This is an optimization exercise on Yosys and OpenROAD, whose aim is small area, a short achievable clock period and few clock cycles, not a production implementation. At most, simulation tests tie the RTL to the original design; equivalence was not proved. Only the layout flow was run in runs 2 to 5; the RTL was not checked for function there.

==> flow/design.v <==
module maze(clk, reset, start_i, row_i, action_o, coord_o);
    input clk,reset, start_i;
    input [15:0] row_i;
    output reg [1:0] action_o;
    output reg [5:0] coord_o;
    reg [1:0] map [64-1:0];
    reg [1:0] direction [64-1:0];
    (* fsm_encoding = "none" *) reg [1:0] state;
    reg [5:0] cnt;
    reg [5:0] START, END;
    reg [7:0] i;
    always @(posedge clk or posedge reset) begin
        if(reset) begin
            state <= 2'd0;
            action_o <= 2'b00;
        end
        else begin
            case (state)
                2'd0: begin
                   state <= start_i ? 2'd1 : 2'd0;
                   action_o <= start_i ? 2'b01 : 2'b00;
                   cnt <= 1'b0;
                   coord_o <= 6'b0; 
                end
                2'd1: begin
                    if(cnt!=8) begin
                        for(i = 0; i != 8; i = i + 1) begin
                            map[cnt + (i << 3)] <= row_i >> (14 - (i << 1)); 
                        end
                    end
                    else begin
                        START <= ((row_i[15:12]) << 3) + (row_i[11:8]);
                        END <= ((row_i[7:4]) << 3) + (row_i[3:0]);
                        state <= 2'd2;
                        action_o <= 2'b10;
                    end
                    cnt <= cnt + 1;
                end
                2'd2: begin
                    for (i = 0; i != 64; i = i + 1) begin
                        if(map[i] == 2'b11) begin
                            if(i < 56) begin
                                if(map[i+8] == 2'b00) begin
                                    map[i+8] <= 2'b11;
                                    direction[i+8] <= 2'b10;
                                end
                                if(map[i+8] == 2'b10) begin
                                    direction[i+8] <= 2'b10;
                                    state <= 2'd3;
                                    action_o <= 2'b11;
                                    coord_o  <= START;
                                end
                            end
                            if(i > 7) begin
                                if(map[i-8] == 2'b00) begin
                                    map[i-8] <= 2'b11;
                                    direction[i-8] <= 2'b11;
                                end
                                if(map[i-8] == 2'b10) begin
                                    direction[i-8] <= 2'b11;
                                    state <= 2'd3;
                                    action_o <= 2'b11;
                                    coord_o  <= START;
                                end
                            end
                            if(i[2:0] != 0) begin
                                if(map[i-1] == 2'b00) begin
                                    map[i-1] <= 2'b11;
                                    direction[i-1] <= 2'b01;
                                end
                                if(map[i-1] == 2'b10) begin
                                    direction[i-1] <= 2'b01;
                                    state <= 2'd3;
                                    action_o <= 2'b11;
                                    coord_o  <= START;
                                end
                            end
                            if(i[2:0] != 7) begin
                                if(map[i+1] == 2'b00) begin
                                    map[i+1] <= 2'b11;
                                    direction[i+1] <= 2'b00;
                                end
                                if(map[i+1] == 2'b10) begin
                                    direction[i+1] <= 2'b00;
                                    state <= 2'd3;
                                    action_o <= 2'b11;
                                    coord_o  <= START;
                                end
                            end
                            map[i] <= 2'b01;
                        end
                    end
                end
                2'd3: begin
                    if(coord_o != END) begin
                        if(direction[coord_o] == 2'b00) begin
                            coord_o <= coord_o - 1;
                        end
                        else if(direction[coord_o] == 2'b01) begin
                            coord_o <= coord_o + 1;
                        end
                        else if(direction[coord_o] == 2'b10) begin
                            coord_o <= coord_o - 8;
                        end
                        else if(direction[coord_o] == 2'b11) begin
                            coord_o <= coord_o + 8;
                        end
                    end
                    else begin
                        action_o <= 2'b00;
                        state <= 2'd0;
                    end
                end
                default: begin
                end
            endcase
        end
    end
endmodule
==> flow/run.sh <==
#!/bin/bash
# synth_recipe.tcl (not shown) runs the flow's synth.tcl, then flattens the netlist and writes it again
# the make line also repeats each setting of config.mk as NAME=value (left out here)
make -C /OpenROAD-flow-scripts/flow DESIGN_CONFIG=/design/flow/config.mk WORK_HOME=/design/flow/orfs CLKGATE_MAP_FILE= SYNTH_SCRIPT=/design/flow/synth_recipe.tcl finish
==> flow/config.mk <==
export PLATFORM = sky130hd
export DESIGN_NAME = maze
export DESIGN_NICKNAME = maze
export VERILOG_FILES = /design/flow/design.v
export SDC_FILE = /design/flow/constraint.sdc
export NUM_CORES = 4
export LEC_CHECK = 0
export CAP_MARGIN = 20
export CORE_MARGIN = 2
export CORE_UTILIZATION = 40
export SLEW_MARGIN = 20
==> flow/constraint.sdc <==
create_clock -name core_clock -period 3.7 [get_ports {clk}]
set_input_delay 0.7400 -clock core_clock [delete_from_list [all_inputs] [get_ports {clk}]]
set_output_delay 0.7400 -clock core_clock [all_outputs]
set_load 0.01 [all_outputs]
==> results of run 1 <==
## worst max-delay path, stage by stage (launching register included)
cell and delay, ps:
edfxtp_1 650, buf_4 360, mux2i_1 410, o22ai_1 190, a32o_1 290, a21o_1 180
nor3_1 190, a41o_1 270, mux2i_1 350, nand3_1 120, a32o_1 290
## cell type report
type	count	area share [%]
Sequential cell	284	27.0
Multi-Input combinational cell	3012	56.6
Clock inverter	20	0.695
Inverter	87	1.04
Tap cell	931	3.70
Clock buffer	48	3.23
Timing Repair Buffer	277	7.74
## kinds of logic after synthesis
| logic type | share of synthesized area, % |
|---|---|
| flip-flops | 30.4 |
| adder cells (fa/ha/maj) | 0.939 |
| XOR/XNOR | 0.590 |
| buffers and inverters | 6.09 |
| multiplexers | 6.80 |
| AND/OR/NAND/NOR | 22.3 |
| AO/OA/AOI/OAI | 32.9 |
## synthesized netlist by cell type, types with 8 or more instances
library cell,n,area (sq um)
a211o_1,31,272
a211oi_1,230,1730
a21oi_1,487,2440
a221o_1,13,130
a221oi_1,51,447
a22oi_1,92,691
a31oi_1,55,344
a41oi_1,32,280
and2_1,42,263
and3_1,16,100
and3b_1,9,78.8
buf_1,16,60.1
buf_2,27,135
clkbuf_1,304,1140
edfxtp_1,280,8410
ha_1,21,263
inv_1,87,327
mux2_2,16,180
mux2i_1,172,1720
nand2_1,308,1160
nand2b_1,79,494
nand3_1,96,480
nand3b_1,12,90.1
nand4_1,14,87.6
nor2_1,625,2350
nor2_4,10,113
nor2b_1,40,250
nor3_1,68,340
nor3_2,8,80.1
nor3b_1,8,60.1
nor4_1,13,81.3
o21ai_0,178,891
o21bai_1,25,188
o22ai_1,33,206
o31ai_1,23,173
o32a_1,27,270
o41ai_1,59,517
xnor2_1,10,87.6
## worst paths after layout
| path | end | slack (ps) |
|---|---|---|
| worst max register to register | coord_o[3] | 130 |
| max in group asynchronous | state[1] | 3010 |
| worst min register to register | action_o[0] | 510 |
| worst max-delay path | coord_o[3] | 130 |
| min in group core_clock | action_o[0] | 510 |
| worst min-delay path | action_o[0] | 500 |
## metrics by stage
stage	util [%]	instances	cell area, sq um	hold slack, ps
after floorplan	-	3735	28000	520
after global placement	43.9	4591	30300	491
after detailed placement	43.9	4591	30300	485
after CTS	45.7	4659	31500	502
after global routing	45.7	4659	31500	535
final	45.7	4659	31500	503
## metal layers
metal  global-route usage (%)  vias to the layer above  share of wire, %
li1                         -                    14000                 -
met1                     51.1                    14700                41
met2                     50.4                     2449                40
met3                     10.4                      348                14
met4                     14.9                        0               4.8
met5                        0                        -                 0
==> run summary, run 1 <==
outcome=timing/DRC/antenna clean; Post-Syn Area=between 0.02 and 0.03 sq mm; Crit. Startpoint=coord_o[5]; initial antenna violation count=0; share of cells above drive strength 1=10.4%; Mapped Nets=around 3,800; Mapped Cells=approximately 3,700; CTS tree=done; via count=31,500; largest net degree at the start of global routing=115; number of global-route vias before repair=approximately 28,000; gr ovfl total=0; filler cell count=6,914; Slew @ Worst Pin=1150 ps; Register Area=0.00851 sq mm; ys flop type=edfxtp_1; Reg2Reg Depth=10; register area share after synthesis=30.4%; asr flop ratio synth=~1.4%; area grow syn2layout=12.6%; flops & latches, synth=284; Root Buffer=clkbuf_16; final antenna-violating net count=0; Final setup viols=0; Setup CP Type=reg -> reg; Max Freq=280 MHz; most frequent cells in the layout=nor2_1, a21oi_1, nand2_1; 1st-iter DRT viols=around 5,600; Hold Violations, Final=0; Tcrit/Tclk final=96.4%; unrepaired setup endpoints after global routing=no; worst-path fanout max=17; Sink Count=~280; Num CTS Buffers=37; Setup TNS Final=0 ps; Avg WL per Cell=28.4 um; synthesized area per cell=7.49 sq um; crit path capture type=flip-flop; DIE HEIGHT=between 200 and 300 um; HP Class=in -> async; diodes inserted=0; EDFF count, synth=280; Longest Clk Path Bufs=3; vias per cell=6.76; Setup Fix Bufs, Post-CTS=0; WL final=132 mm; Synth Warn #=3; Skew-Pair Late Insertion Delay=between 500 and 600 ps; Setup Skew=about 27 ps; worst r2r src=coord_o[5]; I/O pin cnt=27; footprint of the multi-input gates=0.0178 sq mm; Port Buffers=26; Crit path arrival time=3900 ps; row cnt=96; core region area=0.0689 sq mm; GRT Resource Usage Total=35.9%; Clock Pin Slew Worst Setup and Hold Paths=60 ps; first-pass GRT wire length=between 150 and 200 mm; startpoint types=flip-flop; nets=3,739; TritonRoute pass-1 iters=8; DR DRC count=0; PostCTS Resize Cnt=0; CTS Hold Bufs=0; worst setup margin=133 ps; die area=0.0721 sq mm; relative slew slack=about a quarter; dpl hpwl=97.7 mm; Tmin final=3570 ps; CP required=between 4000 and 5000 ps; Final Max Tran Viols=0; commonest non-fill, non-tap cell in the layout=nor2_1; dpl ws=approximately 140 ps; chip width=268 um; H-tree depth=2; Initial Utilization=40.6%; RD Place Congestion=1.05; Max Cap Viol=0; Synth cell types=between 70 and 80
==> run 2, diff against run 1 <==
==> flow/design.v (replaced) <==
module maze(clk, reset, start_i, row_i, action_o, coord_o);
    input clk, reset, start_i;
    input [15:0] row_i;
    output reg [1:0] action_o;
    output reg [5:0] coord_o;
    localparam [1:0] A_IDLE = 2'b00, A_IN = 2'b01, A_CAL = 2'b10, A_OUT = 2'b11;
    reg [63:0] s1, s0;
    reg [3:0]  cnt;
    reg [1:0]  T;       
    reg [1:0]  dm;      
    reg        tgt;     
    reg [5:0]  endc;
    wire load = (action_o == A_IN) & ~cnt[3];
    wire walk = (action_o == A_OUT);
    wire [63:0] ROW0 = 64'h0101010101010101;
    wire [63:0] ROW7 = 64'h8080808080808080;
    wire [63:0] nb  = ((s1 >> 1) & ~ROW7) | ((s1 << 1) & ~ROW0) | (s1 >> 8) | (s1 << 8);
    wire [63:0] nw  = nb & ~s1 & ~s0;
    wire        lab = T[1] ^ T[0];       
    wire [7:0] in1, in0, isst;
    genvar g;
    generate for (g = 0; g < 8; g = g + 1) begin : col
        assign in1[g]  =  row_i[15-2*g] &  row_i[14-2*g];
        assign in0[g]  = ~row_i[15-2*g] &  row_i[14-2*g];
        assign isst[g] =  row_i[15-2*g] & ~row_i[14-2*g];
    end endgenerate
    wire [2:0] stcol = {|isst[7:4], isst[2]|isst[3]|isst[6]|isst[7], isst[1]|isst[3]|isst[5]|isst[7]};
    reg [63:0] sh1, sh0;
    integer k;
    always @* begin
        for (k = 0; k < 64; k = k + 1) begin
            if (k[2:0] == 3'd7) begin
                sh1[k] = in1[k >> 3];
                sh0[k] = in0[k >> 3];
            end else begin
                sh1[k] = s1[k+1];
                sh0[k] = s0[k+1];
            end
        end
    end
    always @(posedge clk) begin
        if (load) begin
            s1 <= sh1;
            s0 <= sh0;
        end else begin
            s1 <= s1 | nw;
            s0 <= s0 | (nw & {64{lab}});
        end
    end
    wire [2:0] cc = coord_o[5:3];
    wire [2:0] cr = coord_o[2:0];
    wire [7:0] cdec = 8'd1 << cc;
    wire [7:0] rdec = 8'd1 << cr;
    wire [63:0] G = s1 & ~(s0 ^ {64{tgt}});
    reg  [7:0] cv, rv;    
    integer a, b;
    always @* begin
        for (a = 0; a < 8; a = a + 1) begin
            cv[a] = 1'b0;
            rv[a] = 1'b0;
            for (b = 0; b < 8; b = b + 1) begin
                cv[a] = cv[a] | (cdec[b] & G[b*8+a]);
                rv[a] = rv[a] | (rdec[b] & G[a*8+b]);
            end
        end
    end
    wire up    = |(rdec[7:1] & cv[6:0]);
    wire down  = |(rdec[6:0] & cv[7:1]);
    wire left  = |(cdec[7:1] & rv[6:0]);
    wire right = |(cdec[6:0] & rv[7:1]);
    wire reach = up | down | left | right;
    wire [2:0] nrow = up ? cr - 3'd1 : down ? cr + 3'd1 : cr;
    wire [2:0] ncol = (up | down) ? cc : left ? cc - 3'd1 : cc + 3'd1;
    always @(posedge clk) begin
        if (load) T <= 2'd0;
        else      T <= T + 2'd1;
        if (action_o == A_IN & cnt[3]) endc <= {row_i[6:4], row_i[2:0]};
        if (load & |isst) coord_o <= {stcol, cnt[2:0]};
        else if (walk)    coord_o <= {ncol, nrow};
        if (walk) begin
            dm  <= dm - 2'd1;
            tgt <= ~dm[1];
        end else begin
            dm  <= T + 2'd1;
            if (load)       tgt <= 1'b0;
            else if (!reach) tgt <= lab;
        end
    end
    always @(posedge clk or posedge reset) begin
        if (reset) begin
            action_o <= A_IDLE;
            cnt <= 4'd0;
        end else begin
            case (action_o)
                A_IDLE: begin
                    cnt <= 4'd0;
                    if (start_i) action_o <= A_IN;
                end
                A_IN: begin
                    cnt <= cnt + 4'd1;
                    if (cnt[3]) action_o <= reach ? A_OUT : A_CAL;
                end
                A_CAL: if (reach) action_o <= A_OUT;
                A_OUT: if (coord_o == endc) action_o <= A_IDLE;
            endcase
        end
    end
endmodule
--- a/flow/config.mk
+++ b/flow/config.mk
@@ -8,4 +8,5 @@
 export CAP_MARGIN = 20
 export CORE_MARGIN = 2
 export CORE_UTILIZATION = 40
+export SETUP_SLACK_MARGIN = 1.5
 export SLEW_MARGIN = 20
==> run 2 against run 1 <==
Net effect: routed wire length down 77%; highest routed layer unchanged; final area down 65%; area after synthesis down 69%; critical path type unchanged; register-to-register slack better by 460 ps; clock skew down 13 ps; global-route usage down 10 points; die area down 68%; final cell count down 67%; hold slack worse by 39 ps; critical endpoint is now coord_o[5].
==> run summary, run 2 <==
outcome=timing/DRC/antenna clean; nets=1,276; DR DRC count=0; Setup Skew=14.5 ps; Crit-path slowest cell=edfxtp_1; initial antenna violation count=0; H-tree depth=4; ys flop type=dfxtp_1; Mapped Nets=1,252; HP Class=reg -> reg; die area=0.0231 sq mm; Max Cap Viol=0; top post-synthesis cells by count=nor2_1, nor3_1, dfxtp_1; most frequent cells in the layout=nor2_1, nor3_1, dfxtp_1; Slew @ Worst Pin=between 700 and 800 ps; Synth Area in Adders=1.17%; Max Freq=322 MHz; utilization after layout=between 50% and 60%; xor/xnor share of the synthesized area=7.69%; crit path capture type=flip-flop; Synth Warn #=1; register area share after synthesis=36.3%; dpl hpwl=19.6 mm; most frequent cell after synthesis=nor2_1; DIE HEIGHT=about 150 um; 1st-iter DRT viols=between 900 and 1,000; Tmin final=3100 ps; CP required=3890 ps; unrepaired setup endpoints after global routing=yes; RD Place Congestion=0.966; flops & latches, synth=151; Crit. Startpoint=tgt; synth top area cells=dfxtp_1, nor2_1, nor3_1; Sink Count=151; r2r setup slk=600 ps; Max stage delay on crit path=470 ps; Non-Filler Instances=around 1,500; filler cell count=2,157; vias per cell=just under 6; crit path to=coord_o[5]; Synth Area in Compound Gates=6.88%; Longest Clk Path Bufs=2; Top Registers=s0 x64, s1 x64; startpoint types=flip-flop; first-pass GRT wire length=~48 mm; Post-Syn Area=0.00877 sq mm; TritonRoute pass-1 iters=7; final antenna-violating net count=0; Crit path arrival time=3290 ps; Skew-Pair Late Insertion Delay=approximately 440 ps; core region area=0.0217 sq mm; mux share of post-synthesis cell area=less than 1%; CTS Hold Bufs=0; Initial Utilization=~40%; Clock Pin Slew Worst Setup and Hold Paths=roughly 70 ps; Root Buffer=clkbuf_16; diodes inserted=0; dominant cell type by area after synthesis=dfxtp_1; GRT Resource Usage Total=between 20 and 30%; worst r2r src=tgt; worst-path fanout max=8; simple-gate share of the synthesized area=40.7%; I/O pin cnt=27; chip width=152 um; Final setup viols=0; Critical Path Stages=12; EDFF count, synth=13; CP top delay family=simple AND/OR/NAND/NOR gates; relative slew slack=roughly 50%; top cell type's share of synthesized area=30.1%; critical path, cell by cell=buf_6 > buf_16 > xnor2_4 > nand3_1 > nand2_1 > nor3_2 > o32ai_2 > a211o_1 > fa_2 > xor2_2 > xnor2_1 > mux2i_1; row cnt=54; Worst Path Buf+Inv=2; via count=9,031; synthesized area per cell=7.15 sq um; Setup CP Type=reg -> reg; Mapped Cells=about 1,200; share of cells above drive strength 1=16.2%; Setup TNS Final=0 ps; Port Buffers=26; Hold Violations, Final=0; number of global-route vias before repair=8,345; gr ovfl total=0; WL final=30.5 mm; area grow syn2layout=24.6%; largest net degree at the start of global routing=74; commonest non-fill, non-tap cell in the layout=nor2_1; asr flop ratio synth=3.97%; Reg-to-Reg End=coord_o[5]; post-placement cell count=1,439; Tcrit/Tclk final=~84%; Avg WL per Cell=~20 um; Synth cell types=56; Final Max Tran Viols=0; Reg2Reg Depth=12; main combinational cell family by area after synthesis=simple AND/OR/NAND/NOR gates; Num CTS Buffers=17; CTS tree=done
run 2: layer usage:
layer	share of wire, %	global-route usage, %
met1	44	35.6
met2	47	41.5
met3	6.5	4.14
met4	2.4	7.65
met5	0	0
run 2: area by class of cell:
| type | instances | area [sq um] | share of cell area (%) |
|---|---|---|---|
| tap | 280 | 350 | 3.21 |
| timing repair buffer | 115 | 1140 | 10.4 |
| clock buffer | 18 | 429 | 3.93 |
| inverter | 19 | 71.3 | 0.653 |
| sequential | 151 | 3180 | 29.1 |
| multi-input combinational | 946 | 5610 | 51.3 |
| clock inverter | 14 | 143 | 1.31 |
run 2: kinds of logic after synthesis:
group           after synthesis
compound gates              102
flops                       151
simple gates                753
buf+inv                     129
fa+ha+maj                     7
xor+xnor                     77
mux                           7
run 2: per-stage QoR:
step / setup WS [ps] / hold WS (ps) / area, sq um
after floorplan: 900 / 436 / 8900
after global placement: 374 / 450 / 9120
after detailed placement: 423 / 462 / 9120
after CTS: 707 / 466 / 10500
after global routing: 506 / 471 / 10900
final: 597 / 464 / 10900
run 2: worst min-delay path by stage:
stage,from,to,cells past startpoint
2_1_floorplan,dm[0],dm[0],1
3_3_place_gp,dm[0],dm[0],1
3_5_place_dp,dm[0],dm[0],1
4_1_cts,dm[0],dm[0],1
5_1_grt,dm[0],dm[0],1
6_report,dm[0],dm[0],1
run 2: what timing repair did:
item,in CTS,in global routing
endpoints found under the setup margin,28,61
buffers inserted,47,20
pin swaps,22,32
hold endpoints to repair,0,0
resized for setup,67,57
cloned,5,0
==> run 3, diff against run 2 <==
--- a/flow/config.mk
+++ b/flow/config.mk
@@ -8,5 +8,4 @@
 export CAP_MARGIN = 20
 export CORE_MARGIN = 2
 export CORE_UTILIZATION = 40
-export SETUP_SLACK_MARGIN = 1.5
 export SLEW_MARGIN = 20
==> run 3 against run 2 <==
Net effect: still clean on timing, DRC and antenna; register-to-register slack lost 360 ps; hold slack got worse by 6.5 ps; via count is 6.2% lower; sequential cell count stayed put; critical path type unchanged.
==> run summary, run 3 <==
critical path, cell by cell=nor3b_1 > nand3_1 > nand4_1 > o21ai_0 > nand3_1 > or2_2 > fa_1 > mux2_2; Initial Utilization=around 40%; WL final=28.9 mm; filler cell count=2,218; Synth Area in Adders=approximately 1.2%; row cnt=54; synthesized area per cell=7.15 sq um; number of global-route vias before repair=8,020; final antenna-violating net count=0; Synth Warn #=1; Crit-path slowest cell=nor3b_1; worst-path fanout max=15; EDFF count, synth=13; nets=1,212; Reg-to-Reg End=coord_o[1]; Avg WL per Cell=slightly below 20 um; Final Max Tran Viols=0; H-tree depth=4; Max stage delay on crit path=between 900 and 1000 ps; Port Buffers=26; relative slew slack=26.7%; Post-Syn Area=0.00877 sq mm; commonest non-fill, non-tap cell in the layout=nor2_1; HP Class=reg -> reg; first-pass GRT wire length=between 40 and 50 mm; DIE HEIGHT=around 150 um; ys flop type=dfxtp_1; Setup Fix Bufs, Post-CTS=0; outcome=timing/DRC/antenna clean; r2r setup slk=~240 ps; worst r2r src=coord_o[5]; initial antenna violation count=0; Synth cell types=56; crit path capture type=flip-flop; Hold Violations, Final=0; Mapped Nets=1,252; gr ovfl total=0; Tmin final=3460 ps; Crit. Startpoint=coord_o[5]; die area=0.0231 sq mm; Synth Area in Compound Gates=6.88%; GRT Resource Usage Total=24.9%; Num CTS Buffers=17; unrepaired setup endpoints after global routing=no; CTS tree=done; Slew @ Worst Pin=1100 ps; Setup Skew=13.9 ps; CP required=3880 ps; flops & latches, synth=151; simple-gate share of the synthesized area=40.7%; DR DRC count=0; top cell type's share of synthesized area=30.1%; Max Cap Viol=0; Longest Clk Path Bufs=2; area grow syn2layout=10.8%; main combinational cell family by area after synthesis=simple AND/OR/NAND/NOR gates; 1st-iter DRT viols=813; most frequent cell after synthesis=nor2_1; dominant cell type by area after synthesis=dfxtp_1; dpl hpwl=20.5 mm; via count=roughly 8,500; largest net degree at the start of global routing=70; Setup CP Type=reg -> reg; synth top area cells=dfxtp_1, nor2_1, nor3_1; Final setup viols=0; CTS Hold Bufs=0; TritonRoute pass-1 iters=5; diodes inserted=0; top post-synthesis cells by count=nor2_1, nor3_1, dfxtp_1; mux share of post-synthesis cell area=0.856%; crit path to=coord_o[1]; Sink Count=151; I/O pin cnt=27; Reg2Reg Depth=8; Top Registers=s0 x64, s1 x64; Max Freq=a little under 300 MHz; Crit path arrival time=3640 ps; register area share after synthesis=36.3%; Tcrit/Tclk final=93.6%; vias per cell=between 5 and 6; chip width=152 um; xor/xnor share of the synthesized area=7.69%; RD Place Congestion=0.983; Skew-Pair Late Insertion Delay=440 ps; Mapped Cells=1,226; core region area=around 0.022 sq mm; PostCTS Resize Cnt=0; share of cells above drive strength 1=6.01%; Setup TNS Final=0 ps; Clock Pin Slew Worst Setup and Hold Paths=70 ps; asr flop ratio synth=3.97%; startpoint types=flip-flop; Root Buffer=clkbuf_16; most used cell, CP=nand3_1; most frequent cells in the layout=nor2_1, nor3_1, dfxtp_1
-- run 3: cell counts after synthesis --
No cell type changed its count.
-- run 3: how the worst min path moves through the flow --
stage,startpoint,to,slack [ps],cells after the start
2_1_floorplan,dm[0],dm[0],440,1
3_3_place_gp,dm[0],dm[0],450,1
3_5_place_dp,dm[0],dm[0],450,1
4_1_cts,dm[0],dm[0],460,1
5_1_grt,dm[0],dm[0],500,1
6_report,dm[0],dm[0],460,1
-- run 3: critical path, delay by kind of cell (launching register included) --
family | cells | cell delay (ps)
fa+ha+maj | 1 | 410
mux | 1 | 280
flops | 1 | 650
simple gates | 5 | 1750
compound gates | 1 | 120
-- run 3: logic make-up after synthesis --
logic type | count (synthesis)
compound gates | 102
fa+ha+maj | 7
flops | 151
buf+inv | 129
simple gates | 753
xor+xnor | 77
mux | 7
-- run 3: final cells by class --
cell class / count / area, sq um / share of cell area, %
multi-input combinational: 946 / 5050 / 52.0
sequential: 151 / 3180 / 32.8
timing repair buffer: 51 / 485 / 5.00
clock buffer: 18 / 429 / 4.42
tap: 280 / 350 / 3.61
clock inverter: 14 / 149 / 1.53
inverter: 19 / 71.3 / 0.734
-- run 3: layer usage --
layer  global-route usage (%)  routed length (um)  up-vias
met4                     7.79                 585        0
met3                     4.25                1450       38
li1                         -                   -     4175
met1                     34.8               13600     3972
met2                     39.5               13300      285
met5                        0                   0        -
-- run 3: per-stage QoR --
stage	cell area, sq um	utilization (%)	setup WS (ps)	instances	hold WS [ps]
3_5_place_dp	9140	42.1	346	1447	453
2_1_floorplan	8770	-	773	1226	436
3_3_place_gp	9140	42.1	346	1447	450
4_1_cts	9720	44.8	338	1479	462
5_1_grt	9720	44.8	122	1479	502
6_report	9720	44.8	238	1479	458
==> run 4, diff against run 3 <==
--- a/flow/design.v
+++ b/flow/design.v
@@ -10,6 +10,7 @@
     reg [1:0]  dm;      
     reg        tgt;     
     reg [5:0]  endc;
+    reg [7:0]  cpos, rpos;
     wire load = (action_o == A_IN) & ~cnt[3];
     wire walk = (action_o == A_OUT);
     wire [63:0] ROW0 = 64'h0101010101010101;
@@ -47,10 +48,6 @@
             s0 <= s0 | (nw & {64{lab}});
         end
     end
-    wire [2:0] cc = coord_o[5:3];
-    wire [2:0] cr = coord_o[2:0];
-    wire [7:0] cdec = 8'd1 << cc;
-    wire [7:0] rdec = 8'd1 << cr;
     wire [63:0] G = s1 & ~(s0 ^ {64{tgt}});
     reg  [7:0] cv, rv;    
     integer a, b;
@@ -59,24 +56,34 @@
             cv[a] = 1'b0;
             rv[a] = 1'b0;
             for (b = 0; b < 8; b = b + 1) begin
-                cv[a] = cv[a] | (cdec[b] & G[b*8+a]);
-                rv[a] = rv[a] | (rdec[b] & G[a*8+b]);
+                cv[a] = cv[a] | (cpos[b] & G[b*8+a]);
+                rv[a] = rv[a] | (rpos[b] & G[a*8+b]);
             end
         end
     end
-    wire up    = |(rdec[7:1] & cv[6:0]);
-    wire down  = |(rdec[6:0] & cv[7:1]);
-    wire left  = |(cdec[7:1] & rv[6:0]);
-    wire right = |(cdec[6:0] & rv[7:1]);
+    wire up    = |(rpos[7:1] & cv[6:0]);
+    wire down  = |(rpos[6:0] & cv[7:1]);
+    wire left  = |(cpos[7:1] & rv[6:0]);
+    wire right = |(cpos[6:0] & rv[7:1]);
     wire reach = up | down | left | right;
-    wire [2:0] nrow = up ? cr - 3'd1 : down ? cr + 3'd1 : cr;
-    wire [2:0] ncol = (up | down) ? cc : left ? cc - 3'd1 : cc + 3'd1;
+    wire [2:0] cc = coord_o[5:3];
+    wire [2:0] cr = coord_o[2:0];
+    wire [2:0] crm = cr - 3'd1, crp = cr + 3'd1, ccm = cc - 3'd1, ccp = cc + 3'd1;
+    wire       vert = up | down;
     always @(posedge clk) begin
         if (load) T <= 2'd0;
         else      T <= T + 2'd1;
         if (action_o == A_IN & cnt[3]) endc <= {row_i[6:4], row_i[2:0]};
-        if (load & |isst) coord_o <= {stcol, cnt[2:0]};
-        else if (walk)    coord_o <= {ncol, nrow};
+        if (load & |isst) begin
+            coord_o <= {stcol, cnt[2:0]};
+            cpos    <= isst;
+            rpos    <= 8'd1 << cnt[2:0];
+        end else if (walk) begin
+            coord_o[2:0] <= up ? crm : down ? crp : cr;
+            coord_o[5:3] <= vert ? cc : left ? ccm : ccp;
+            rpos <= up ? rpos >> 1 : down ? rpos << 1 : rpos;
+            cpos <= vert ? cpos : left ? cpos >> 1 : cpos << 1;
+        end
         if (walk) begin
             dm  <= dm - 2'd1;
             tgt <= ~dm[1];
==> run 4 against run 3 <==
Net effect: still clean; sequential share of layout area grew 2.1 points; clock skew increased by 4.2 ps; global-route usage decreased by 0.55 points; register-to-register slack is essentially flat; critical path depth increased by 4; via count up 4.5%; final cell count rose by 4.5%; fmax grew 0.32%.
==> run summary, run 4 <==
Clock Pin Slew Worst Setup and Hold Paths=approximately 70 ps; share of cells above drive strength 1=6.36%; critical path, cell by cell=buf_12 > buf_4 > xnor2_1 > a32o_1 > o41ai_1 > o2111ai_1 > a2111oi_4 > inv_1 > fa_1 > xnor2_1 > xnor2_1 > a21oi_1; Setup Fix Bufs, Post-CTS=0; Crit-path slowest cell=edfxtp_1; Final Max Tran Viols=0; Final setup viols=0; synthesized area per cell=7.57 sq um; Max Cap Viol=0; GRT Resource Usage Total=about 24%; final antenna-violating net count=0; Critical Path Stages=12; most frequent cells in the layout=nor2_1, nor3_1, dfxtp_1; Max Freq=290 MHz; register area share after synthesis=39.0%; Tmin final=3450 ps; CTS Hold Bufs=0; core region area=0.0233 sq mm; Synth Warn #=1; die area=0.0247 sq mm; number of global-route vias before repair=8,270; Slew @ Worst Pin=around 840 ps; r2r setup slk=about 250 ps; Placed Area=between 0.009 and 0.01 sq mm; Design Area, Final=0.0105 sq mm; Top Registers=s0 x64, s1 x64; nets=1,244; largest net degree at the start of global routing=75; unrepaired setup endpoints after global routing=no; outcome=timing/DRC/antenna clean; row cnt=56; RD Place Congestion=0.999; hold depth=1; Setup Skew=18.1 ps; CP top delay family=compound AO/OA/AOI/OAI gates; Setup CP Type=reg -> reg; hold_ws=462 ps; Synth cell types=53; WL final=29.5 mm; startpoint types=flip-flop; Longest Clk Path Bufs=2; first-pass GRT wire length=46.8 mm; most frequent cell after synthesis=nor2_1; Mapped Cells=between 1,000 and 1,500; Root Buffer=clkbuf_16; Reg2Reg Depth=12; Crit. Startpoint=tgt; Skew-Pair Late Insertion Delay=440 ps; 1st-iter DRT viols=979; asr flop ratio synth=under 10%; worst r2r src=tgt; gr ovfl total=0; chip width=157 um; worst-path fanout max=33; Setup TNS Final=0 ps; via count=8,852; flops & latches, synth=167; relative slew slack=43.4%; synth top area cells=dfxtp_1, nor2_1, nor3_1; most used cell, CP=xnor2_1; Max stage delay on crit path=420 ps; CP required=3870 ps; TritonRoute pass-1 iters=7; diodes inserted=0; commonest non-fill, non-tap cell in the layout=nor2_1; Crit path arrival time=3620 ps; HP Class=reg -> reg; Avg WL per Cell=19.1 um; initial antenna violation count=0; Num CTS Buffers=17; vias per cell=roughly 5.7; CTS tree=done; I/O pin cnt=27; crit path capture type=flip-flop; dominant cell type by area after synthesis=dfxtp_1; Initial Utilization=40.4%; top cell type's share of synthesized area=28.2%; Sink Count=roughly 170; Post-Syn Area=0.00939 sq mm; H-tree depth=4; Hold Violations, Final=0; Port Buffers=26; DIE HEIGHT=approximately 160 um; Tcrit/Tclk final=93.3%; DR DRC count=0; dpl hpwl=between 20 and 25 mm; ys flop type=dfxtp_1; top post-synthesis cells by count=nor2_1, nor3_1, dfxtp_1; hold path start=dm[0]; Mapped Nets=roughly 1,300; area grow syn2layout=12.1%; utilization after layout=45.2%; Worst Path Buf+Inv=3; EDFF count, synth=29
run 4: changes by cell type after synthesis, moves of 10 or more:
cell	before	now
a32o_1	0	12
nand4_1	25	12
edfxtp_1	13	29
and2_1	2	21
and4_1	1	11
clkbuf_1	76	101
buf_2	11	1
nor3_1	197	187
buf_1	15	4
nand3_1	131	85
run 4: worst register-to-register path, cell delays in order (launching register included):
cell and delay, ps:
edfxtp_1 420, buf_12 200, buf_4 240, xnor2_1 150
a32o_1 240, o41ai_1 380, o2111ai_1 230, a2111oi_4 410
inv_1 100, fa_1 390, xnor2_1 200, xnor2_1 140
a21oi_1 80
run 4: metal layers:
layer	part of all wire (%)	vias to the layer above	global-route usage (%)	wire length, um
li1	-	4288	-	-
met1	46	4155	33.5	13500
met2	46	344	38.8	13600
met5	0	-	0	0
met3	5.2	65	3.06	1540
met4	3.2	0	9.91	939
run 4: cell type report:
| type | count | area [sq um] |
|---|---|---|
| clock buffers | 18 | 429 |
| clock inverters | 14 | 156 |
| fillers | 2354 | 12700 |
| inverters | 17 | 63.8 |
| multi-input cells | 943 | 5230 |
| flip-flops and latches | 167 | 3660 |
| well taps | 319 | 399 |
| repair buffers | 67 | 581 |
run 4: through the flow:
stage,instances,worst slack (ps)
6_report,1545,249
3_5_place_dp,1513,248
2_1_floorplan,1240,408
5_1_grt,1545,60.2
3_3_place_gp,1513,226
4_1_cts,1545,220
run 4: cell families (layout without fill, tap and decap cells):
logic type / Yosys count / in the layout / share of synthesized area [%]
compound gates: 132 / 132 / 9.38
xor+xnor: 77 / 77 / 7.18
fa+ha+maj: 12 / 12 / 1.76
buf+inv: 130 / 116 / 5.69
flops: 167 / 167 / 39.0
mux: 15 / 15 / 1.64
simple gates: 707 / 707 / 35.3
run 4: final timing paths:
| check | end |
|---|---|
| max | coord_o[5] |
| min | dm[0] |
| max reg2reg | coord_o[5] |
| min reg2reg | dm[0] |
| max in group asynchronous | action_o[1] |
| min in group asynchronous | cnt[0] |
run 4: timing repair:
| item | 4_1_cts | 5_1_grt |
|---|---|---|
| endpoints found under the hold margin | 0 | 0 |
| gates resized for setup | 0 | 3 |
| setup endpoints to repair | 0 | 12 |
==> run 5, diff against run 4 <==
--- a/flow/config.mk
+++ b/flow/config.mk
@@ -8,4 +8,5 @@
 export CAP_MARGIN = 20
 export CORE_MARGIN = 2
 export CORE_UTILIZATION = 40
+export SETUP_SLACK_MARGIN = 2.0
 export SLEW_MARGIN = 20
==> run 5 against run 4 <==
Net effect: clock skew down 4.4 ps; synthesized cell count unchanged; final cell count up 4.8%; via count rose by 11%; core utilization up 9.6 points; fmax rose by 4.7%; first-iteration DRC count up 21%.
==> run summary, run 5 <==
Root Buffer=clkbuf_16; chip width=157 um; area grow syn2layout=35.9%; via count=9,787; Final Max Tran Viols=0; gr ovfl total=0; row cnt=56; Mapped Cells=1,240; top cell type's share of synthesized area=28.2%; worst-path fanout max=8; WL final=34.8 mm; met3 wire len=2.75 mm; Critical Path Stages=14; Final setup viols=0; nets=between 1,000 and 1,500; Crit. Startpoint=tgt; Register Area=around 0.0037 sq mm; Hold Violations, Final=0; Top Registers=s0 x64, s1 x64; most frequent cells in the layout=nor2_1, dfxtp_1, nor3_1; crit path to=coord_o[5]; Worst Path Buf+Inv=6; share of cells above drive strength 1=25.1%; crit path capture type=flip-flop; TritonRoute pass-1 iters=9; critical path, cell by cell=buf_6 > buf_12 > buf_12 > buf_12 > xnor2_1 > a31oi_1 > nand4_1 > a2111oi_4 > buf_4 > inv_2 > fa_2 > xnor2_2 > xnor2_1 > a21oi_1; final antenna-violating net count=0; DR DRC count=0; I/O pin cnt=27; Max Freq=about 300 MHz; footprint of the multi-input gates=0.00631 sq mm; Setup TNS Final=0 ps; most frequent cell after synthesis=nor2_1; Reg-to-Reg End=coord_o[5]; synth top area cells=dfxtp_1, nor2_1, nor3_1; H-tree depth=4; Mapped Nets=roughly 1,300; startpoint types=flip-flop; ys flop type=dfxtp_1; Longest Clk Path Bufs=2; EDFF count, synth=29; Synth Warn #=1; Num CTS Buffers=17; Crit path arrival time=3470 ps; Skew-Pair Late Insertion Delay=roughly 440 ps; Reg2Reg Depth=14; CP top delay family=buffers and inverters; Setup Skew=13.7 ps; Clock Pin Slew Worst Setup and Hold Paths=70 ps; Tcrit/Tclk final=between 80% and 90%; most used cell, CP=buf_12; CTS tree=done; first-pass GRT wire length=between 50 and 60 mm; register area share after synthesis=39.0%; RD Place Congestion=0.985; top post-synthesis cells by count=nor2_1, nor3_1, dfxtp_1; r2r setup slk=slightly above 400 ps; filler cell count=2,133; Synth cell types=53; Slew @ Worst Pin=644 ps; HP Class=reg -> reg; Setup CP Type=reg -> reg; commonest non-fill, non-tap cell in the layout=nor2_1; Top Metal Used=met4; Sink Count=approximately 170; flops & latches, synth=approximately 170; relative slew slack=56.8%; 1st-iter DRT viols=1,181; Metal-1 WL=14.5 mm; die area=approximately 0.025 sq mm; DIE HEIGHT=157 um; Tmin final=3300 ps; largest net degree at the start of global routing=75; CTS Hold Bufs=0; Post-Syn Area=between 0.009 and 0.01 sq mm; hold path start=dm[0]; number of global-route vias before repair=between 8,000 and 9,000; unrepaired setup endpoints after global routing=yes; Initial Utilization=40.4%; Avg WL per Cell=21.5 um; vias per cell=a little over 6; synthesized area per cell=7.57 sq um; outcome=timing/DRC/antenna clean; Max Cap Viol=0; initial antenna violation count=0; Max stage delay on crit path=roughly 440 ps; Placed Area=0.00993 sq mm; dpl hpwl=20.2 mm; CP required=around 3900 ps; asr flop ratio synth=~3.6%; dominant cell type by area after synthesis=dfxtp_1; GRT Resource Usage Total=between 20% and 30%; Crit-path slowest cell=a2111oi_4; core region area=0.0233 sq mm; worst r2r src=tgt; diodes inserted=0; Design Area, Final=between 0.01 and 0.015 sq mm; Port Buffers=26; routed wl met2=roughly 16 mm
run 5: cell counts after synthesis:
No cell type changed its count.
run 5: final cells by class:
class | instances | share of cell area [%]
Tap cell | 319 | 3.13
Clock inverter | 12 | 1.17
Sequential cell | 167 | 28.7
Clock buffer | 20 | 3.76
Multi-Input combinational cell | 946 | 49.5
Timing Repair Buffer | 138 | 13.2
Inverter | 17 | 0.520
run 5: worst min-delay path by stage:
stage                  to  cells after the start
floorplan           dm[0]                      1
global placement    dm[0]                      1
detailed placement  dm[0]                      1
CTS                 dm[0]                      1
global route        dm[0]                      1
finish              dm[0]                      1
run 5: metal layers:
layer	vias to the layer above	GRT usage (%)
li1	4455	-
met1	4677	36.5
met2	552	42.4
met3	103	3.72
met4	0	11.8
met5	-	0
run 5: repair_timing:
| item | CTS | global route |
|---|---|---|
| pin swaps | 39 | 23 |
| buffers inserted | 47 | 16 |
| hold endpoints to repair | 0 | 0 |
| endpoints found under the setup margin | 187 | 183 |
| gates cloned | 12 | 13 |
| gates resized for setup | 182 | 129 |
run 5: cells by family (layout without fill, tap and decap cells):
family                     Yosys count  after routing  synth area share (%)
and+or+nand+nor                    707            710                  35.3
buffers and inverters              130            187                  5.69
AOI/OAI and AO/OA                  132            132                  9.38
DFF                                167            167                  39.0
adders and majority gates           12             12                  1.76
muxes                               15             15                  1.64
xor gates and xnor gates            77             77                  7.18
run 5: per-stage QoR:
stage / utilization (%) / instances / worst slack, ps / hold slack (ps)
after floorplan: - / 1240 / 569 / 436
after global placement: 42.7 / 1499 / 300 / 452
after detailed placement: 42.7 / 1499 / 198 / 474
after CTS: 50.8 / 1590 / 508 / 485
after global routing: 54.8 / 1619 / 276 / 496
final: 54.8 / 1619 / 404 / 477
==> run 6, diff against run 5 <==
--- a/flow/design.v
+++ b/flow/design.v
@@ -26,6 +26,7 @@
         assign isst[g] =  row_i[15-2*g] & ~row_i[14-2*g];
     end endgenerate
     wire [2:0] stcol = {|isst[7:4], isst[2]|isst[3]|isst[6]|isst[7], isst[1]|isst[3]|isst[5]|isst[7]};
+    wire       found = load & |isst;
     reg [63:0] sh1, sh0;
     integer k;
     always @* begin
@@ -66,32 +67,44 @@
     wire left  = |(cpos[7:1] & rv[6:0]);
     wire right = |(cpos[6:0] & rv[7:1]);
     wire reach = up | down | left | right;
+    function [2:0] dec3(input [2:0] x);
+        case (x)
+            3'd0: dec3 = 3'd7; 3'd1: dec3 = 3'd0; 3'd2: dec3 = 3'd1; 3'd3: dec3 = 3'd2;
+            3'd4: dec3 = 3'd3; 3'd5: dec3 = 3'd4; 3'd6: dec3 = 3'd5; default: dec3 = 3'd6;
+        endcase
+    endfunction
+    function [2:0] inc3(input [2:0] x);
+        case (x)
+            3'd0: inc3 = 3'd1; 3'd1: inc3 = 3'd2; 3'd2: inc3 = 3'd3; 3'd3: inc3 = 3'd4;
+            3'd4: inc3 = 3'd5; 3'd5: inc3 = 3'd6; 3'd6: inc3 = 3'd7; default: inc3 = 3'd0;
+        endcase
+    endfunction
     wire [2:0] cc = coord_o[5:3];
     wire [2:0] cr = coord_o[2:0];
-    wire [2:0] crm = cr - 3'd1, crp = cr + 3'd1, ccm = cc - 3'd1, ccp = cc + 3'd1;
-    wire       vert = up | down;
+    wire [2:0] crm = dec3(cr), crp = inc3(cr), ccm = dec3(cc), ccp = inc3(cc);
+    wire mu = walk & up;
+    wire md = walk & ~up & down;
+    wire mv = walk & ~(up | down);           
+    wire ml = mv & left;
+    wire mr = mv & ~left;
+    wire hold = ~found & ~walk;
+    always @(posedge clk) begin
+        rpos <= ({8{found}} & (8'd1 << cnt[2:0])) | ({8{hold | mv}} & rpos)
+              | ({8{mu}} & (rpos >> 1)) | ({8{md}} & (rpos << 1));
+        cpos <= ({8{found}} & isst) | ({8{hold | mu | md}} & cpos)
+              | ({8{ml}} & (cpos >> 1)) | ({8{mr}} & (cpos << 1));
+        coord_o[2:0] <= ({3{found}} & cnt[2:0]) | ({3{hold | mv}} & cr)
+                      | ({3{mu}} & crm) | ({3{md}} & crp);
+        coord_o[5:3] <= ({3{found}} & stcol) | ({3{hold | mu | md}} & cc)
+                      | ({3{ml}} & ccm) | ({3{mr}} & ccp);
+    end
     always @(posedge clk) begin
         if (load) T <= 2'd0;
         else      T <= T + 2'd1;
         if (action_o == A_IN & cnt[3]) endc <= {row_i[6:4], row_i[2:0]};
-        if (load & |isst) begin
-            coord_o <= {stcol, cnt[2:0]};
-            cpos    <= isst;
-            rpos    <= 8'd1 << cnt[2:0];
-        end else if (walk) begin
-            coord_o[2:0] <= up ? crm : down ? crp : cr;
-            coord_o[5:3] <= vert ? cc : left ? ccm : ccp;
-            rpos <= up ? rpos >> 1 : down ? rpos << 1 : rpos;
-            cpos <= vert ? cpos : left ? cpos >> 1 : cpos << 1;
-        end
-        if (walk) begin
-            dm  <= dm - 2'd1;
-            tgt <= ~dm[1];
-        end else begin
-            dm  <= T + 2'd1;
-            if (load)       tgt <= 1'b0;
-            else if (!reach) tgt <= lab;
-        end
+        if (walk) dm <= dm - 2'd1;
+        else      dm <= T + 2'd1;
+        tgt <= (walk & ~dm[1]) | (~walk & ~load & ((reach & tgt) | (~reach & lab)));
     end
     always @(posedge clk or posedge reset) begin
         if (reset) begin
--- a/flow/config.mk
+++ b/flow/config.mk
@@ -8,5 +8,4 @@
 export CAP_MARGIN = 20
 export CORE_MARGIN = 2
 export CORE_UTILIZATION = 40
-export SETUP_SLACK_MARGIN = 2.0
 export SLEW_MARGIN = 20
==> run 6 against run 5 <==
Net effect: register-to-register slack better by 170 ps; critical endpoint is now action_o[1]; sequential share of layout area is 3.7 points higher; largest cell class unchanged; first-iteration DRC count is 14% lower; worst setup slack better by 170 ps.
==> run summary, run 6 <==
register area share after synthesis=35.4%; most frequent cells in the layout=nor2_1, nor3_1, dfxtp_1; RD Place Congestion=between 0.9 and 1; CP top delay family=simple AND/OR/NAND/NOR gates; Top Registers=s0 x64, s1 x64; utilization after layout=44.8%; gr ovfl total=0; largest net degree at the start of global routing=78; Reg2Reg Depth=10; WL final=31.4 mm; worst-path fanout max=24; Reg-to-Reg End=action_o[1]; Mapped Cells=1,303; most used cell, CP=nor3_2; 1st-iter DRT viols=about 1,000; Synth Area in Adders=about 1.3%; PostCTS Resize Cnt=0; commonest non-fill, non-tap cell in the layout=nor2_1; Max stage delay on crit path=~620 ps; I/O pin cnt=27; top cell type's share of synthesized area=32.0%; number of global-route vias before repair=8,446; share of cells above drive strength 1=a little under 6%; Crit-path slowest cell=dfxtp_4; asr flop ratio synth=~3.6%; Skew-Pair Late Insertion Delay=450 ps; Synth cell types=68; worst setup margin=576 ps; initial antenna violation count=2; Synth Area in Compound Gates=between 10% and 20%; Tmin final=approximately 3100 ps; CTS Hold Bufs=0; Initial Utilization=41.1%; top post-synthesis cells by count=nor2_1, nor3_1, dfxtp_1; most frequent cell after synthesis=nor2_1; H-tree depth=4; Tcrit/Tclk final=84.4%; die area=about 0.026 sq mm; core region area=0.0236 sq mm; nets=between 1,000 and 1,500; Port Buffers=26; Setup Skew=21.5 ps; HP Class=reg -> reg; Avg WL per Cell=19.9 um; Clock Pin Slew Worst Setup and Hold Paths=approximately 70 ps; worst r2r src=tgt; Sink Count=about 170; Mapped Nets=1,332; Setup Fix Bufs, Post-CTS=0; Max Freq=320 MHz; hold endpoint=dm[0]; vias per cell=about 5.9; filler cell count=2,408; final antenna-violating net count=0; GRT Resource Usage Total=24.6%; Final Max Tran Viols=0; hold path start=dm[0]; flops & latches, synth=167; synth top area cells=dfxtp_1, nor2_1, nor3_1; TritonRoute pass-1 iters=5; CP required=roughly 4000 ps; Post-Syn Area=0.00970 sq mm; Setup CP Type=reg -> reg; chip width=160 um; unrepaired setup endpoints after global routing=no; simple-gate share of the synthesized area=36.9%; Synth Warn #=1; dpl hpwl=~22 mm; synthesized area per cell=7.44 sq um; main combinational cell family by area after synthesis=simple AND/OR/NAND/NOR gates; outcome=timing/DRC/antenna clean; area grow syn2layout=9.13%; Hold Violations, Final=0; Longest Clk Path Bufs=2; Slew @ Worst Pin=856 ps; Setup TNS Final=0 ps; xor/xnor share of the synthesized area=around 7.0%; dpl ws=598 ps; startpoint types=flip-flop; DIE HEIGHT=160 um; via count=9,238; DR DRC count=0; critical path, cell by cell=buf_12 > buf_4 > xor2_1 > o22ai_1 > nor3_2 > a21oi_1 > nor3_2 > nand4_4 > o31a_1 > mux2_4; diodes inserted=0; Root Buffer=clkbuf_16; ys flop type=dfxtp_1; row cnt=56; Max Cap Viol=0; relative slew slack=42.9%; r2r setup slk=around 580 ps; hold depth=1; crit path capture type=flip-flop; Final setup viols=0; CTS tree=done; Crit path arrival time=approximately 3500 ps; EDFF count, synth=6; Crit. Startpoint=tgt; mux share of post-synthesis cell area=0.877%; Num CTS Buffers=17; Worst Path Buf+Inv=2; dominant cell type by area after synthesis=dfxtp_1; first-pass GRT wire length=49.6 mm
run 6: stage by stage:
step / hold slack (ps) / cells / instance area [sq um]
6_report: 475 / 1577 / 10600
5_1_grt: 500 / 1577 / 10600
4_1_cts: 478 / 1577 / 10600
3_5_place_dp: 468 / 1545 / 9980
3_3_place_gp: 460 / 1544 / 9980
2_1_floorplan: 436 / 1303 / 9700
run 6: cells by family after synthesis:
family                     count (synthesis)
xor gates and xnor gates                  76
buffers and inverters                    143
AOI/OAI and AO/OA                        166
muxes                                      8
adders and majority gates                 10
and+or+nand+nor                          733
DFF                                      167
run 6: layout make-up:
class | count | area [sq um] | area share (%)
Tap cell | 319 | 399 | 3.77
Sequential cell | 167 | 3440 | 32.5
Timing Repair Buffer | 43 | 400 | 3.78
Clock buffer | 17 | 425 | 4.02
Clock inverter | 15 | 174 | 1.64
Multi-Input combinational cell | 993 | 5660 | 53.5
Inverter | 23 | 86.3 | 0.816
run 6: worst max path at each step:
stage               cells after the start  slack [ps]     endpoint
detailed placement                     10         600  action_o[1]
floorplan                              10        1180  action_o[1]
CTS                                    10         590  action_o[1]
finish                                 10         580  action_o[1]
global placement                       10         670  action_o[1]
global route                           10         390  action_o[1]
run 6: layer usage:
layer	vias to the layer above	track usage (%)	wire length, um
li1	4479	-	-
met1	4398	35.1	14800
met2	316	37.6	13900
met3	43	5.06	2170
met4	2	6.69	544
met5	-	0	13
Testbench counts of run 6, summed over its fixed seeds: cycles 40,888.
==> run 7, diff against run 6 <==
--- a/flow/config.mk
+++ b/flow/config.mk
@@ -8,4 +8,5 @@
 export CAP_MARGIN = 20
 export CORE_MARGIN = 2
 export CORE_UTILIZATION = 40
+export SETUP_SLACK_MARGIN = 2.0
 export SLEW_MARGIN = 20
==> run 7 against run 6 <==
Net effect: global-route usage is 6.5 points higher; core utilization is 15 points higher; synthesized cell count stayed put; final area is 34% higher; routed wire length is 37% higher; hold slack worse by 11 ps; critical endpoint unchanged.
==> run summary, run 7 <==
outcome=timing/DRC/antenna clean; r2r setup slk=790 ps; core region area=0.0236 sq mm; commonest non-fill, non-tap cell in the layout=nor2_1; Reg2Reg Depth=10; worst r2r src=tgt; dominant cell type by area after synthesis=dfxtp_1; Register Area=0.00346 sq mm; H-tree depth=4; mux share of post-synthesis cell area=0.877%; Mapped Cells=1,303; hold depth=1; Synth cell types=68; Synth Warn #=1; register area share after synthesis=about 35%; top cell type's share of synthesized area=32.0%; worst-path fanout max=8; top post-synthesis cells by count=nor2_1, nor3_1, dfxtp_1; Skew-Pair Late Insertion Delay=440 ps; footprint of the multi-input gates=0.00728 sq mm; die area=0.0255 sq mm; Design Area, Final=0.0142 sq mm; DR DRC count=0; ys flop type=dfxtp_1; Top Registers=s0 x64, s1 x64; Setup TNS Final=0 ps; I/O pin cnt=27; share of cells above drive strength 1=28.1%; most frequent cell after synthesis=nor2_1; number of global-route vias before repair=between 9,000 and 10,000; Max Cap Viol=0; Tmin final=2910 ps; Setup CP Type=reg -> reg; unrepaired setup endpoints after global routing=yes; Port Buffers=26; Tcrit/Tclk final=78.6%; vias per cell=about 6.5; RD Place Congestion=1.02; Root Buffer=clkbuf_16; Placed Area=0.00999 sq mm; Num CTS Buffers=17; 1st-iter DRT viols=1,437; Hold Violations, Final=0; most frequent cells in the layout=nor2_1, dfxtp_1, nor3_1; CTS tree=done; Final Max Tran Viols=0; hold path start=dm[0]; synthesized area per cell=7.44 sq um; WL final=42.9 mm; Crit path arrival time=3220 ps; Post-Syn Area=0.00970 sq mm; Avg WL per Cell=25.6 um; Reg-to-Reg End=action_o[1]; gr ovfl total=0; relative slew slack=a little under half; area grow syn2layout=46.6%; asr flop ratio synth=3.59%; crit path capture type=flip-flop; synth top area cells=dfxtp_1, nor2_1, nor3_1; TritonRoute pass-1 iters=9; GRT Resource Usage Total=31.1%; largest net degree at the start of global routing=65; DIE HEIGHT=160 um; initial antenna violation count=0; filler cell count=1,980; via count=about 11,000; diodes inserted=0; CP required=4020 ps; CTS Hold Bufs=0; simple-gate share of the synthesized area=36.9%; first-pass GRT wire length=61.1 mm; startpoint types=flip-flop; chip width=160 um; Final setup viols=0; final antenna-violating net count=0; flops & latches, synth=167; dpl hpwl=21.9 mm; Mapped Nets=1,332; HP Class=reg -> reg; main combinational cell family by area after synthesis=simple AND/OR/NAND/NOR gates; row cnt=56; EDFF count, synth=6; nets=1,374; Sink Count=around 170; Clock Pin Slew Worst Setup and Hold Paths=70 ps; hold endpoint=dm[0]; Max Freq=344 MHz; Slew @ Worst Pin=807 ps; Initial Utilization=41.1%; Synth Area in Compound Gates=12.1%; Longest Clk Path Bufs=2; xor/xnor share of the synthesized area=7.02%; Setup Skew=between 10 and 15 ps; Synth Area in Adders=1.29%
## run 7: final cells by class
type / count / area share, %
Inverter: 23 / 0.625
Clock inverter: 9 / 1.28
Sequential cell: 167 / 24.3
Multi-Input combinational cell: 993 / 51.2
Tap cell: 319 / 2.81
Timing Repair Buffer: 143 / 16.1
Clock buffer: 23 / 3.66
## run 7: through the flow
step / setup WS [ps] / hold slack (ps) / cells / util, %
2_1_floorplan: 1230 / 436 / 1303 / -
3_3_place_gp: 788 / 458 / 1539 / 42.3
3_5_place_dp: 710 / 462 / 1539 / 42.3
4_1_cts: 946 / 473 / 1655 / 55.4
5_1_grt: 777 / 476 / 1677 / 60.2
6_report: 793 / 463 / 1677 / 60.2
## run 7: routing by layer
layer	track usage, %	wire length, um	share of wire, %	vias up
met4	15.2	2680	6.3	0
met5	0	0	0	-
li1	-	-	-	4688
met3	7.95	5490	13	213
met2	45.7	18400	43	767
met1	42.4	16200	38	5287
## run 7: cells by family (layout without fill, tap and decap cells)
| kind of cell | count (synthesis) | in the layout |
|---|---|---|
| fa+ha+maj | 10 | 10 |
| xor+xnor | 76 | 76 |
| buf+inv | 143 | 198 |
| compound gates | 166 | 166 |
| simple gates | 733 | 733 |
| mux | 8 | 8 |
| flops | 167 | 167 |
## run 7: worst max-delay path by stage
stage	cells after the start	slack [ps]	start	endpoint
floorplan	10	1230	tgt	action_o[1]
global placement	10	790	tgt	coord_o[5]
detailed placement	10	710	tgt	coord_o[5]
CTS	9	950	tgt	action_o[1]
global route	11	780	tgt	action_o[1]
finish	10	790	tgt	action_o[1]
## run 7: worst max-delay path: stages (launching register included)
cell	delay, ps
dfxtp_4	440
buf_12	150
buf_6	190
xor2_4	210
nor2_1	70
nand4b_1	200
o21ai_0	390
and4_4	340
nand3_2	150
o31a_1	320
mux2_4	320
## run 7: what timing repair did
action / 4_1_cts / 5_1_grt
gates cloned: 30 / 6
buffers inserted: 54 / 16
resized for setup: 291 / 161
pin swaps: 102 / 66
setup endpoints to repair: 169 / 164
==> run 8, diff against run 7 <==
--- a/flow/config.mk
+++ b/flow/config.mk
@@ -8,5 +8,5 @@
 export CAP_MARGIN = 20
 export CORE_MARGIN = 2
 export CORE_UTILIZATION = 40
-export SETUP_SLACK_MARGIN = 2.0
+export SETUP_SLACK_MARGIN = 1.0
 export SLEW_MARGIN = 20
==> run 8 against run 7 <==
Net effect: hold slack better by 11 ps; fmax is 6.2% higher; global-route usage is 6.2 points lower; routed wire length is 25% lower; sequential cell count is the same.
==> run summary, run 8 <==
die area=0.0255 sq mm; relative slew slack=a little over two fifths; commonest non-fill, non-tap cell in the layout=nor2_1; area grow syn2layout=12.6%; Crit-path slowest cell=nor4_4; Top Registers=s0 x64, s1 x64; Final setup viols=0; share of cells above drive strength 1=a little under a tenth; Synth Warn #=1; Hold Violations, Final=0; Worst Path Buf+Inv=3; footprint of the multi-input gates=0.00583 sq mm; nets=1,288; Max stage delay on crit path=410 ps; most frequent cell after synthesis=nor2_1; Slew @ Worst Pin=851 ps; Root Buffer=clkbuf_16; WL final=32.0 mm; Synth cell types=68; TritonRoute pass-1 iters=5; asr flop ratio synth=about 3.6%; main combinational cell family by area after synthesis=simple AND/OR/NAND/NOR gates; Synth Area in Compound Gates=12.1%; initial antenna violation count=2; row cnt=56; Clock Pin Slew Worst Setup and Hold Paths=70 ps; top cell type's share of synthesized area=32.0%; Final Max Tran Viols=0; xor/xnor share of the synthesized area=between 7 and 8%; Register Area=0.00344 sq mm; Setup Skew=22.0 ps; HP Class=reg -> reg; filler cell count=2,382; synthesized area per cell=about 7.4 sq um; H-tree depth=4; worst-path fanout max=10; Tmin final=between 2000 and 3000 ps; DIE HEIGHT=160 um; CTS tree=done; Post-Syn Area=0.00970 sq mm; dpl hpwl=22.3 mm; synth top area cells=dfxtp_1, nor2_1, nor3_1; Crit path arrival time=3050 ps; Non-Filler Instances=1,591; flops & latches, synth=167; mux share of post-synthesis cell area=0.877%; Avg WL per Cell=20.1 um; core region area=0.0236 sq mm; RD Place Congestion=0.973; CP required=4020 ps; largest net degree at the start of global routing=between 70 and 80; outcome=timing/DRC/antenna clean; startpoint types=flip-flop; register area share after synthesis=35.4%; Sink Count=167; chip width=160 um; Setup CP Type=reg -> reg; r2r setup slk=roughly 960 ps; most used cell, CP=buf_6; first-pass GRT wire length=50.1 mm; most frequent cells in the layout=nor2_1, nor3_1, dfxtp_1; gr ovfl total=0; Max Freq=365 MHz; CTS Hold Bufs=0; Synth Area in Adders=approximately 1.3%; vias per cell=5.87; Initial Utilization=41.1%; DR DRC count=0; number of global-route vias before repair=approximately 8,500; final antenna-violating net count=0; Longest Clk Path Bufs=2; Setup TNS Final=0 ps; CP top delay family=simple AND/OR/NAND/NOR gates; Max Cap Viol=0; top post-synthesis cells by count=nor2_1, nor3_1, dfxtp_1; Skew-Pair Late Insertion Delay=about 450 ps; unrepaired setup endpoints after global routing=yes; I/O pin cnt=27; Port Buffers=26; post-placement cell count=about 1,500; Tcrit/Tclk final=about three quarters; Mapped Cells=roughly 1,300; ys flop type=dfxtp_1; via count=between 9,000 and 10,000; crit path capture type=flip-flop; EDFF count, synth=6; Num CTS Buffers=17; simple-gate share of the synthesized area=36.9%; 1st-iter DRT viols=957; diodes inserted=0; critical path, cell by cell=buf_12 > buf_6 > xnor2_2 > and3_4 > nor3_4 > a21oi_2 > nor4_4 > nand4_1 > buf_6 > o311ai_2 > o211ai_1; Mapped Nets=1,332; GRT Resource Usage Total=roughly a quarter; dominant cell type by area after synthesis=dfxtp_1
-- run 8: cell counts after synthesis --
Identical to the previous run, type by type.
-- run 8: layout make-up --
cell class	count	area share, %
flip-flops and latches	167	31.5
multi-input cells	993	53.4
repair buffers	57	5.19
clock inverters	15	1.59
well taps	319	3.65
inverters	23	0.790
clock buffers	17	3.90
-- run 8: path summary, 6_finish.rpt --
kind	cells after the start	endpoint	start
max	11	coord_o[5]	tgt
min	1	dm[0]	dm[0]
max reg2reg	11	coord_o[5]	tgt
min reg2reg	1	dm[0]	dm[0]
max in group asynchronous	2	cnt[0]	reset
min in group asynchronous	2	action_o[1]	reset
-- run 8: stage by stage --
step	util, %	hold slack (ps)	setup WS [ps]	instance area [sq um]
after floorplan	-	436	1180	9700
after global routing	46.3	500	865	10900
after detailed placement	42.3	468	598	9980
after CTS	45.4	478	1010	10700
after global placement	42.3	460	673	9980
final	46.3	474	964	10900
-- run 8: layer usage --
| layer | global-route usage, % | up-vias | part of all wire [%] |
|---|---|---|---|
| li1 | - | 4489 | - |
| met1 | 35.5 | 4436 | 46 |
| met2 | 37.9 | 363 | 44 |
| met3 | 4.94 | 54 | 7.5 |
| met4 | 7.19 | 2 | 2.1 |
| met5 | 0 | - | 0.041 |
-- run 8: kinds of logic (layout without fill, tap and decap cells) --
family          count (synthesis)  count (layout)
compound gates                166             166
flops                         167             167
fa+ha+maj                      10              10
mux                             8               8
buf+inv                       143             112
xor+xnor                       76              76
simple gates                  733             733
-- run 8: repair_timing --
item | in CTS | in global routing
pin swaps | 9 | 16
setup endpoints to repair | 25 | 23
cloned | 1 | 2
gates resized for setup | 12 | 34
setup buffers | 7 | 4
-- run 8: worst register-to-register path, stage by stage (launching register included) --
cell and delay, ps:
dfxtp_4 380, buf_12 160, buf_6 150, xnor2_2 150, and3_4 200, nor3_4 210
a21oi_2 90, nor4_4 410, nand4_1 300, buf_6 230, o311ai_2 200, o211ai_1 120

==> separate check: timing with driven ports <==
The results above use ideal ports. As a check the final layouts listed here were re-extracted and re-timed, cells and wires unchanged.
Step 1 assumes that a clkbuf_16 drives the clock port and a buf_2 every other input.
Step 2 adds t to the input delays and takes it off the output delays; t is the mean of the earliest and latest rising clock arrival at the registers after step 1. Input paths then give back, and output paths get back, about the clock's delay inside the block.
Three values: ideal, step 1, step 2; two values: the first two.
run	shift t [ns]	slack for setup (ns)	hold WS [ns]	pins driven straight from the clock port
run 1	0.633	0.133 / 0.133 / 0.133	0.503 / 0.488 / 0.514	1
run 2	0.484	0.597 / 0.597 / 0.597	0.464 / 0.464 / 0.464	1
run 3	0.480	0.238 / 0.238 / 0.238	0.458 / 0.458 / 0.458	1
run 4	0.481	0.249 / 0.249 / 0.249	0.462 / 0.462 / 0.462	1
run 5	0.483	0.404 / 0.404 / 0.404	0.477 / 0.477 / 0.477	1
run 6	0.490	0.576 / 0.576 / 0.576	0.475 / 0.475 / 0.475	1
run 7	0.489	0.793 / 0.793 / 0.758	0.463 / 0.463 / 0.463	1
run 8	0.492	0.964 / 0.964 / 0.656	0.474 / 0.474 / 0.474	1
After both steps setup and hold are still met in every run listed. For run 8, which loses most, drivers alone change the setup slack by 0.000 ns; drivers and shift together by -0.308 ns.
